Context: an optimization exercise on an open-source flow, tuned for small area. The choices shown serve that exercise and are no tape-out recipe.
Only simulation tests tie the RTL to the original design; equivalence was not proved.
Power figures rest on the tool's default switching activity, not on a simulated workload.

== build 15 ==
Design getPixel, start of the top module:
module getPixel(
    input clk,
    input hstep,      
    input reset,
    input valid,
    input [1:0] song,
    input block_type,
    input press,
    input [9:0] progress,
    input [4:0] x, y,
    input [9:0] h_cnt, v_cnt,
    input [15:0] head_x, head_y,
    input [15:0] scroll_x_in, scroll_y_in,
    input tips_display,
    input tips_display_over,
    output reg [3:0] r,
    output reg [3:0] g,
    output reg [3:0] b
    );
Size: about 6800 cells after synthesis, roughly 570 flip-flops, about 130 I/O pins, roughly 0.050 sq mm of cells after synthesis.
Settings: LEC_CHECK=0, CAP_MARGIN=20, CORE_MARGIN=2, CORE_UTILIZATION=40, GPL_TIMING_DRIVEN=0, SETUP_SLACK_MARGIN=0.3, SLEW_MARGIN=20, SYNTH_HIERARCHICAL=1, SYNTH_MEMORY_MAX_BITS=131072; clock period 20.0 ns.
standard.sh (not shown) runs the stock make flow with config.mk's settings and CLKGATE_MAP_FILE= SYNTH_SCRIPT=/design/flow/synth_recipe.tcl, a recipe that flattens the netlist after the stock synthesis.
==> flow/flow/run.sh <==
#!/bin/bash
# The standard layout (standard.sh) with these changes:
#  - synthesis: Yosys's abc maps with flow/abc.script (area-oriented), then every
#    combinational cell is set to its smallest drive (flow/downsize.txt); the later
#    repair steps size cells up where timing, slew or capacitance need it
#  - ports are buffered with buf_1 cells (BUFFER_PORTS_ARGS)
#  - CTS without dummy loads, with the buffers in CTS_BUFS
# Each tool's full output is in the ORFS logs under orfs/logs; make's output in make_*.log.
set -euo pipefail
W=$PWD
F=$W/flow
CTS_BUFS="${CTS_BUFS:-sky130_fd_sc_hd__clkbuf_4 sky130_fd_sc_hd__clkbuf_8}"
{
  echo "log_cmd abc -script $F/abc.script {*}[lrange \$abc_args 2 end]"
  while IFS=: read -r from to; do
    [ -n "$from" ] && echo "chtype -map sky130_fd_sc_hd__$from sky130_fd_sc_hd__$to"
  done < "$F/downsize.txt"
} > "$W/abc_step.tcl"
# ORFS synth.tcl with only the abc call replaced
sed 's#^\(\s*\)log_cmd abc {\*}\$abc_args#\1source '"$W"'/abc_step.tcl#' \
    "$FLOW_HOME/scripts/synth.tcl" > "$W/synth_core.tcl"
grep -q "abc_step.tcl" "$W/synth_core.tcl"
sed 's#source \$::env(SCRIPTS_DIR)/synth.tcl#source '"$W"'/synth_core.tcl#' synth_recipe.tcl > "$W/my_synth.tcl"
grep -q "synth_core.tcl" "$W/my_synth.tcl"
sed -e 's#SYNTH_SCRIPT=[^ ]*#SYNTH_SCRIPT='"$W"'/my_synth.tcl#' \
    -e 's#make -C #make BUFFER_PORTS_ARGS="-buffer_cell sky130_fd_sc_hd__buf_1" CTS_ARGS="-sink_clustering_enable -repair_clock_nets -dont_use_dummy_load -buf_list {'"$CTS_BUFS"'}" -C #' \
    standard.sh > "$W/my_standard.sh"
grep -q "my_synth.tcl" "$W/my_standard.sh"
grep -q "BUFFER_PORTS_ARGS" "$W/my_standard.sh"
bash "$W/my_standard.sh" finish > "$W/make_finish.log" 2>&1
Other scripts of this flow, unchanged in this note and not shown: flow/flow/abc.script, flow/flow/downsize.txt
Input-level comparison between build 85 and build 15:
- removing GPL_TIMING_DRIVEN (formerly 0)
--- outcome ---
Build 85 reached the end of the flow, and the finished layout is clean on the timing, DRC and antenna checks. Looking at combinational power, build 85 sits about 3% higher than build 15 does. Re logic depth of the worst path, buffers included: build 85 is 64% up on build 15. Build 15 and build 85 ended up with roughly the same sequential fraction of total cell area. [build 85 vs build 15] relative contribution of combinational cells to total power: higher in build 85. From build 15 to build 85 the numbers moved as follows: non-clock buffer count saw an increase, final cell count now larger, worst setup slack before clock tree synthesis picked up an extra 0.90 ns, part of the cycle the worst path needs saw a decrease. Comparing build 15 and build 85, the higher fraction of layout cells with a size suffix above 1 was measured on build 85. Final critical path time including I/O delays and setup down 0.51 ns in build 85 wrt build 15. Build 85 vs build 15: final antenna diode count up.

========
getPixel, a different RTL version from the one above (not shown whole).
For scale: about 4600 cells after synthesis, about 580 flip-flops, ~130 I/O pins.
export LEC_CHECK = 0
export CAP_MARGIN = 20
export CORE_MARGIN = 2
export CORE_UTILIZATION = 40
export GPL_TIMING_DRIVEN = 0
export PLACE_DENSITY = 0.75
export SETUP_SLACK_MARGIN = 0.3
export SLEW_MARGIN = 20
export SYNTH_HIERARCHICAL = 1
export SYNTH_MEMORY_MAX_BITS = 131072
create_clock -name core_clock -period 20.0 [get_ports {clk}]
==> flow/flow/run.sh <==
#!/bin/bash
# The standard layout (standard.sh) with these changes:
#  - synthesis: Yosys's abc maps with flow/abc.script (area-oriented), then every
#    combinational cell is set to its smallest drive (flow/downsize.txt); the later
#    repair steps size cells up where timing, slew or capacitance need it
#  - ports are buffered with buf_1 cells (BUFFER_PORTS_ARGS)
#  - CTS without dummy loads, with the buffers in CTS_BUFS and the clustering in CTS_EXTRA
#  - MAKE_EXTRA: further ORFS variables for the make call; ADDER_MAP_FILE= skips
#    extract_fa (adders are left to abc like the rest of the logic)
# Each tool's full output is in the ORFS logs under orfs/logs; make's output in make_finish.log.
set -euo pipefail
W=$PWD
F=$W/flow
CTS_BUFS="sky130_fd_sc_hd__clkbuf_16"
CTS_EXTRA="-sink_clustering_size 30 -sink_clustering_max_diameter 90"
MAKE_EXTRA="ADDER_MAP_FILE="
{
  echo "log_cmd abc -script $F/abc.script {*}[lrange \$abc_args 2 end]"
  while IFS=: read -r from to; do
    [ -n "$from" ] && echo "chtype -map sky130_fd_sc_hd__$from sky130_fd_sc_hd__$to"
  done < "$F/downsize.txt"
} > "$W/abc_step.tcl"
# ORFS synth.tcl with only the abc call replaced
sed 's#^\(\s*\)log_cmd abc {\*}\$abc_args#\1source '"$W"'/abc_step.tcl#' \
    "$FLOW_HOME/scripts/synth.tcl" > "$W/synth_core.tcl"
grep -q "abc_step.tcl" "$W/synth_core.tcl"
sed 's#source \$::env(SCRIPTS_DIR)/synth.tcl#source '"$W"'/synth_core.tcl#' synth_recipe.tcl > "$W/my_synth.tcl"
grep -q "synth_core.tcl" "$W/my_synth.tcl"
sed -e 's#SYNTH_SCRIPT=[^ ]*#SYNTH_SCRIPT='"$W"'/my_synth.tcl#' \
    -e 's#make -C #make BUFFER_PORTS_ARGS="-buffer_cell sky130_fd_sc_hd__buf_1" CTS_ARGS="-sink_clustering_enable -repair_clock_nets -dont_use_dummy_load -buf_list {'"$CTS_BUFS"'} '"$CTS_EXTRA"'" '"$MAKE_EXTRA"' -C #' \
    standard.sh > "$W/my_standard.sh"
grep -q "my_synth.tcl" "$W/my_standard.sh"
grep -q "BUFFER_PORTS_ARGS" "$W/my_standard.sh"
bash "$W/my_standard.sh" finish > "$W/make_finish.log" 2>&1
==> flow/flow/abc.script <==
strash
dc2
&get -n
&dch
&nf -R 1000 -F 20 -A 20 -C 32 -p
&put
Other scripts of this flow, unchanged in this note and not shown: flow/flow/downsize.txt
==> next run, changes <==
--- a/flow/flow/run.sh
+++ b/flow/flow/run.sh
@@ -14,2 +14,2 @@
-CTS_BUFS="sky130_fd_sc_hd__clkbuf_16"
-CTS_EXTRA="-sink_clustering_size 30 -sink_clustering_max_diameter 90"
+CTS_BUFS="sky130_fd_sc_hd__clkbuf_8"
+CTS_EXTRA="-sink_clustering_size 16 -sink_clustering_max_diameter 60"
==> flow/flow/abc.script (replaced) <==
strash
&get -n
&dch
&nf -R 1000 -F 20 -A 20 -C 32 -p
&put
The changed run produced a clean layout.
Worst setup slack improves by 0.43 ns.
Cell count rose by about 0.5%.
Clock-buffer cell count goes up by 23.
Wire length grows by 4.5%.
Hold slack hardly moves.
Design area rises by about 0.5%.
Total power stays flat.
Critical path depth decreases by 1.
Fmax is higher by about 2.3%.

[static timing again, ports no longer ideal]
Ports are ideal in the flow. The routed layouts listed here were re-timed in OpenROAD.
Step 1, drivers: a clkbuf_16 drives clk and a buf_2 each remaining input, both assumed.
Step 2 moves the port delays by t, midway between the first and last clock arrival at a register: inputs arrive t later, outputs are due t later. That takes back most of the time a late clock gives input paths.
Three values: no drivers, after step 1, after step 2; two values: the first two.
run | t (ns) | setup WS [ns] | worst hold slack (ns) | clock arrival spread, ns
build 15 | 0.832 | 0.638 / 0.533 / 0.533 | 0.475 / 0.475 / 0.475 | 0.188 / 0.189
build 85 | 0.866 | 1.149 / 0.978 / 0.978 | 0.448 / 0.448 / 0.448 | 0.194 / 0.194
the first run of note 2 | 0.693 | 0.856 / 0.827 / 0.827 | 0.474 / 0.474 / 0.474 | 0.101 / 0.101
the second run of note 2 | 0.756 | 1.288 / 1.257 / 1.257 | 0.476 / 0.476 / 0.476 | 0.105 / 0.105
After both steps setup and hold are still met in every run listed. The setup slack of build 85, which loses most, moves by -0.171 ns with the drivers and by -0.171 ns with both steps.
